This is an optimization exercise on Yosys and OpenROAD, whose aim is small area, a short achievable clock period and few clock cycles, not a production implementation. Function was checked by simulation only, so behaviour that the tests miss may differ from the original.

==> flow/design.v <==
module SP(
	clk,
	rst_n,
	cg_en,
	in_valid,
	in_data,
	in_mode,
	out_valid,
	out_data
);
input		clk;
input		rst_n;
input		in_valid;
input		cg_en;
input [8:0] in_data;
input [2:0] in_mode;
output reg 		  out_valid;
output reg [9:0]  out_data;
integer i;
function sgt;
	input [8:0] a;
	input [8:0] b;
	reg [8:0] u, v;
	integer j;
	begin
		u = {~a[8], a[7:0]};
		v = {~b[8], b[7:0]};
		sgt = 1'b0;
		for (j = 0; j < 9; j = j + 1)
			sgt = (u[j] & ~v[j]) | (~(~u[j] & v[j]) & sgt);
	end
endfunction
reg       busy;
reg [4:0] c;
reg [2:0] mode;
reg       o1, o2;
wire start = in_valid && !busy;
always @(posedge clk or negedge rst_n) begin
	if (!rst_n) busy <= 1'b0;
	else if (start) busy <= 1'b1;
	else if (o2) busy <= 1'b0;
end
always @(posedge clk) begin
	c <= busy ? c + 5'd1 : 5'd0;
	if (start) mode <= in_mode;
end
wire m1 = mode[1];
wire m2 = mode[2];
wire [4:0] nc = c + 5'd1;
reg inph, fen, ins_raw, ins_f, ins_q, clr, lastins;
wire nraw0 = !(in_mode[2] && !in_mode[1]);
always @(posedge clk or negedge rst_n) begin
	if (!rst_n) begin
		inph <= 1'b0; fen <= 1'b0; ins_raw <= 1'b0; ins_f <= 1'b0; ins_q <= 1'b0;
		clr <= 1'b0; lastins <= 1'b0;
	end else begin
		inph    <= start || busy && nc <= 5'd8;
		fen     <= busy && m1 && nc >= 5'd9 && nc <= 5'd17;
		ins_raw <= start && nraw0 ||
		           busy && (m1 ? nc <= 5'd7 : !m2 && nc <= 5'd8);
		ins_f   <= busy && m1 && !m2 && nc >= 5'd10 && nc <= 5'd18;
		ins_q   <= busy && m2 && (m1 ? (nc >= 5'd13 && nc <= 5'd21) : (nc >= 5'd4 && nc <= 5'd12));
		clr     <= busy && m1 && nc == 5'd8;
		lastins <= busy && (m2 ? (m1 ? nc == 5'd21 : nc == 5'd12) : (m1 ? nc == 5'd18 : nc == 5'd8));
	end
end
wire ins = ins_raw || ins_f || ins_q;
reg [7:0] gi;                 
reg       sg;
wire [7:0] gin;
genvar k;
generate for (k = 0; k < 8; k = k + 1) begin : g_gray
	if (k >= 4) assign gin[k] = ^in_data[7:k];
	else assign gin[k] = ^in_data[3:k];
end endgenerate
always @(posedge clk) begin
	gi <= gin;
	sg <= in_data[8];
end
wire [7:0] gb = {gi[7:4], gi[3:0] ^ {4{gi[4]}}};
wire [7:0] gr = {gi[7:4] ^ {1'b0, gi[7:5]}, gi[3:0] ^ {1'b0, gi[3:1]}};    
wire [7:0] nb;
generate for (k = 0; k < 8; k = k + 1) begin : g_neg
	if (k == 0) assign nb[k] = gb[0];
	else assign nb[k] = gb[k] ^ (sg & (|gb[k-1:0]));
end endgenerate
wire signed [8:0] vdec = mode[0] ? {sg & (|gb), nb} : {sg, gr};
reg signed [8:0] S [0:8];
reg signed [8:0] mid;          
reg [7:0] half;                
wire signed [8:0] e = inph ? vdec : S[0];
wire dn = fen && sgt(S[0], mid);
wire up = fen && sgt(mid, S[0]);
wire [8:0] hop = dn ? ~{1'b0, half} : up ? {1'b0, half} : 9'd0;
wire signed [8:0] fe = e + hop + {8'd0, dn};
always @(posedge clk) begin
	for (i = 0; i < 8; i = i + 1) S[i] <= S[i+1];
	S[8] <= fe;
end
wire signed [10:0] s3 = S[6] + S[7] + S[8];
wire signed [8:0] q3;
SP_div3 u_div3(.t(s3), .q(q3));
reg signed [8:0] q;
always @(posedge clk) q <= q3;
wire signed [8:0] x = ins_q ? q : ins_f ? S[8] : vdec;
reg signed [8:0] L [1:5];
reg signed [8:0] mn;
reg [5:1] full;                
reg [5:0] gt;                  
always @(*) begin
	gt[0] = 1'b1;
	for (i = 1; i <= 5; i = i + 1) gt[i] = !full[i] || sgt(x, L[i]);
end
wire signed [8:0] nmax = gt[1] ? x : L[1];
always @(posedge clk) begin
	if (!busy || clr) full <= 5'd0;
	else if (ins) full <= {full[4:1], 1'b1};
	if (ins) begin
		L[1] <= nmax;
		for (i = 2; i <= 5; i = i + 1)
			L[i] <= gt[i-1] ? L[i-1] : (gt[i] ? x : L[i]);
		mn <= nmin;
	end
end
wire signed [8:0] nmin = (!full[1] || sgt(mn, x)) ? x : mn;
wire [9:0] mdiff = nmax - nmin;
wire signed [9:0] msum = nmax + nmin;
always @(posedge clk) begin
	if (clr) begin
		mid <= (msum + {9'd0, msum[9]}) >>> 1;
		half <= mdiff[8:1];
	end
end
always @(posedge clk or negedge rst_n) begin
	if (!rst_n) begin
		o1 <= 1'b0; o2 <= 1'b0;
		out_valid <= 1'b0;
		out_data <= 10'd0;
	end else begin
		o1 <= lastins;
		o2 <= o1;
		out_valid <= lastins | o1 | o2;
		out_data <= lastins ? {nmax[8], nmax} : o1 ? {L[5][8], L[5]} : o2 ? {mn[8], mn} : 10'd0;
	end
end
endmodule
module SP_div3(input [10:0] t, output [8:0] q);
wire [11:0] u;
assign u[8:0] = t[8:0];
assign u[9] = ~t[9];
assign u[10] = ~t[10] ^ t[9];
assign u[11] = ~t[10] & t[9];
wire [1:0] r_0_0 = {1'b0, u[0]};
wire [1:0] r_1_1 = {1'b0, u[1]};
wire [1:0] r_2_2 = {1'b0, u[2]};
wire [1:0] r_3_3 = {1'b0, u[3]};
wire [1:0] r_4_4 = {1'b0, u[4]};
wire [1:0] r_5_5 = {1'b0, u[5]};
wire [1:0] r_6_6 = {1'b0, u[6]};
wire [1:0] r_7_7 = {1'b0, u[7]};
wire [1:0] r_8_8 = {1'b0, u[8]};
wire [1:0] r_9_9 = {1'b0, u[9]};
wire [1:0] r_10_10 = {1'b0, u[10]};
wire [1:0] r_11_11 = {1'b0, u[11]};
wire [1:0] r_11_10 = m3sub(r_10_10, r_11_11);
wire [1:0] r_11_9 = m3sub(r_9_9, r_11_10);
wire [1:0] r_8_7 = m3sub(r_7_7, r_8_8);
wire [1:0] r_8_6 = m3sub(r_6_6, r_8_7);
wire [1:0] r_11_8 = m3sub(r_8_8, r_11_9);
wire [1:0] r_11_7 = m3add(r_11_9, r_8_7);
wire [1:0] r_11_6 = m3sub(r_8_6, r_11_9);
wire [1:0] r_5_4 = m3sub(r_4_4, r_5_5);
wire [1:0] r_5_3 = m3sub(r_3_3, r_5_4);
wire [1:0] r_2_1 = m3sub(r_1_1, r_2_2);
wire [1:0] r_2_0 = m3sub(r_0_0, r_2_1);
wire [1:0] r_5_2 = m3sub(r_2_2, r_5_3);
wire [1:0] r_5_1 = m3add(r_5_3, r_2_1);
wire [1:0] r_5_0 = m3sub(r_2_0, r_5_3);
wire [1:0] r_11_5 = m3sub(r_5_5, r_11_6);
wire [1:0] r_11_4 = m3add(r_11_6, r_5_4);
wire [1:0] r_11_3 = m3sub(r_5_3, r_11_6);
wire [1:0] r_11_2 = m3add(r_11_6, r_5_2);
wire [1:0] r_11_1 = m3sub(r_5_1, r_11_6);
wire [1:0] r_11_0 = m3add(r_11_6, r_5_0);
wire [11:0] qb;
assign qb[11] = 1'b0;
assign qb[0] = r_11_1[1] | (r_11_1[0] & u[0]);
assign qb[1] = r_11_2[1] | (r_11_2[0] & u[1]);
assign qb[2] = r_11_3[1] | (r_11_3[0] & u[2]);
assign qb[3] = r_11_4[1] | (r_11_4[0] & u[3]);
assign qb[4] = r_11_5[1] | (r_11_5[0] & u[4]);
assign qb[5] = r_11_6[1] | (r_11_6[0] & u[5]);
assign qb[6] = r_11_7[1] | (r_11_7[0] & u[6]);
assign qb[7] = r_11_8[1] | (r_11_8[0] & u[7]);
assign qb[8] = r_11_9[1] | (r_11_9[0] & u[8]);
assign qb[9] = r_11_10[1] | (r_11_10[0] & u[9]);
assign qb[10] = r_11_11[1] | (r_11_11[0] & u[10]);
wire neg_rem = t[10] & (r_11_0 != 2'd0);
assign q = qb[8:0] + {8'd0, neg_rem};
function [1:0] m3add(input [1:0] a, input [1:0] b);
  case ({a,b}) 4'b0000: m3add=0; 4'b0001: m3add=1; 4'b0010: m3add=2;
    4'b0100: m3add=1; 4'b0101: m3add=2; 4'b0110: m3add=0;
    4'b1000: m3add=2; 4'b1001: m3add=0; 4'b1010: m3add=1; default: m3add=2'b00; endcase
endfunction
function [1:0] m3sub(input [1:0] b, input [1:0] a);  
  case ({b,a}) 4'b0000: m3sub=0; 4'b0001: m3sub=2; 4'b0010: m3sub=1;
    4'b0100: m3sub=1; 4'b0101: m3sub=0; 4'b0110: m3sub=2;
    4'b1000: m3sub=2; 4'b1001: m3sub=1; 4'b1010: m3sub=0; default: m3sub=2'b00; endcase
endfunction
endmodule
export LEC_CHECK = 0
export CAP_MARGIN = 20
export CORE_MARGIN = 2
export CORE_UTILIZATION = 40
export SLEW_MARGIN = 20
create_clock -name core_clock -period 22.0 [get_ports {clk}]
standard.sh (not shown) runs the stock make flow with config.mk's settings and CLKGATE_MAP_FILE= SYNTH_SCRIPT=/design/flow/synth_recipe.tcl, a recipe that flattens the netlist after the stock synthesis.
==> flow/flow/run.sh <==
#!/bin/bash
set -e
bash standard.sh BUFFER_PORTS_ARGS="-buffer_cell sky130_fd_sc_hd__buf_4" SETUP_SLACK_MARGIN=16.5 ABC_AREA=1 CTS_CLUSTER_SIZE=20 CTS_CLUSTER_DIAMETER=120 finish > standard.log 2>&1
Testbench counts at the start, summed over its fixed seeds: cycles 10,357.
Rerun with:
--- a/flow/design.v
+++ b/flow/design.v
@@ -14,25 +14,12 @@
 input		cg_en;
 input [8:0] in_data;
 input [2:0] in_mode;
 output reg 		  out_valid;
 output reg [9:0]  out_data;
 integer i;
-function sgt;
-	input [8:0] a;
-	input [8:0] b;
-	reg [8:0] u, v;
-	integer j;
-	begin
-		u = {~a[8], a[7:0]};
-		v = {~b[8], b[7:0]};
-		sgt = 1'b0;
-		for (j = 0; j < 9; j = j + 1)
-			sgt = (u[j] & ~v[j]) | (~(~u[j] & v[j]) & sgt);
-	end
-endfunction
 reg       busy;
 reg [4:0] c;
 reg [2:0] mode;
 reg       o1, o2;
 wire start = in_valid && !busy;
 always @(posedge clk or negedge rst_n) begin
@@ -83,19 +70,20 @@
 generate for (k = 0; k < 8; k = k + 1) begin : g_neg
 	if (k == 0) assign nb[k] = gb[0];
 	else assign nb[k] = gb[k] ^ (sg & (|gb[k-1:0]));
 end endgenerate
 wire signed [8:0] vdec = mode[0] ? {sg & (|gb), nb} : {sg, gr};
 reg signed [8:0] S [0:8];
-reg signed [8:0] mid;          
+reg signed [9:0] msum;         
 reg [7:0] half;                
+wire signed [8:0] hs = {1'b0, half};
 wire signed [8:0] e = inph ? vdec : S[0];
-wire dn = fen && sgt(S[0], mid);
-wire up = fen && sgt(mid, S[0]);
-wire [8:0] hop = dn ? ~{1'b0, half} : up ? {1'b0, half} : 9'd0;
-wire signed [8:0] fe = e + hop + {8'd0, dn};
+wire signed [10:0] e2 = {e[8], e, 1'b0};
+wire signed [10:0] D = e2 - msum;
+wire signed [10:0] t = msum[0] ? (msum[9] ? 11'sd1 : -11'sd1) : 11'sd0;
+wire signed [8:0] fe = !fen ? e : (D > t) ? e - hs : (D < t) ? e + hs : e;
 always @(posedge clk) begin
 	for (i = 0; i < 8; i = i + 1) S[i] <= S[i+1];
 	S[8] <= fe;
 end
 wire signed [10:0] s3 = S[6] + S[7] + S[8];
 wire signed [8:0] q3;
@@ -106,31 +94,30 @@
 reg signed [8:0] L [1:5];
 reg signed [8:0] mn;
 reg [5:1] full;                
 reg [5:0] gt;                  
 always @(*) begin
 	gt[0] = 1'b1;
-	for (i = 1; i <= 5; i = i + 1) gt[i] = !full[i] || sgt(x, L[i]);
+	for (i = 1; i <= 5; i = i + 1) gt[i] = !full[i] || (x > L[i]);
 end
 wire signed [8:0] nmax = gt[1] ? x : L[1];
 always @(posedge clk) begin
 	if (!busy || clr) full <= 5'd0;
 	else if (ins) full <= {full[4:1], 1'b1};
 	if (ins) begin
 		L[1] <= nmax;
 		for (i = 2; i <= 5; i = i + 1)
 			L[i] <= gt[i-1] ? L[i-1] : (gt[i] ? x : L[i]);
 		mn <= nmin;
 	end
 end
-wire signed [8:0] nmin = (!full[1] || sgt(mn, x)) ? x : mn;
+wire signed [8:0] nmin = (!full[1] || x < mn) ? x : mn;
 wire [9:0] mdiff = nmax - nmin;
-wire signed [9:0] msum = nmax + nmin;
 always @(posedge clk) begin
 	if (clr) begin
-		mid <= (msum + {9'd0, msum[9]}) >>> 1;
+		msum <= nmax + nmin;
 		half <= mdiff[8:1];
 	end
 end
 always @(posedge clk or negedge rst_n) begin
 	if (!rst_n) begin
 		o1 <= 1'b0; o2 <= 1'b0;
=>
- The changed run finished clean
- critical path depth is unchanged
- worst setup slack improved by 0.032 ns
- wire length went up by roughly a tenth
- global-route usage went up by 0.33 points
- hold slack got worse by 0.012 ns
- synthesized cell count went up by a few percent
- die area went up by a little under a tenth
- cell area went up by a little under a tenth
- core utilization barely changes
- area after synthesis went up by a little under a tenth
Testbench counts after the change, summed over its fixed seeds: cycles 10,357.

port drivers added, routing unchanged:
In the flow no input, the clock included, has a driving cell. The finished layouts below were timed again as built, in two steps.
Step 1: set_driving_cell puts a clkbuf_16 on clk and a buf_2 on each other input, an assumption about the parent block.
Step 2, shift: input delay + t, output delay - t, t = (earliest + latest rising clock arrival at the registers) / 2. This alone moves slack from input paths to output paths.
Three values: ideal, step 1, step 2; two values: the first two.
run	shift t [ns]	setup slack, ns	worst hold slack (ns)	worst slew at a driven data input, ns	cell pins on the clock port's net
the first run	0.516	16.569 / 16.525 / 16.818	0.325 / 0.325 / 0.325	0.03	1
the second run	0.520	16.601 / 16.550 / 16.734	0.313 / 0.313 / 0.313	0.04	1
After both steps setup and hold are still met in every run listed.
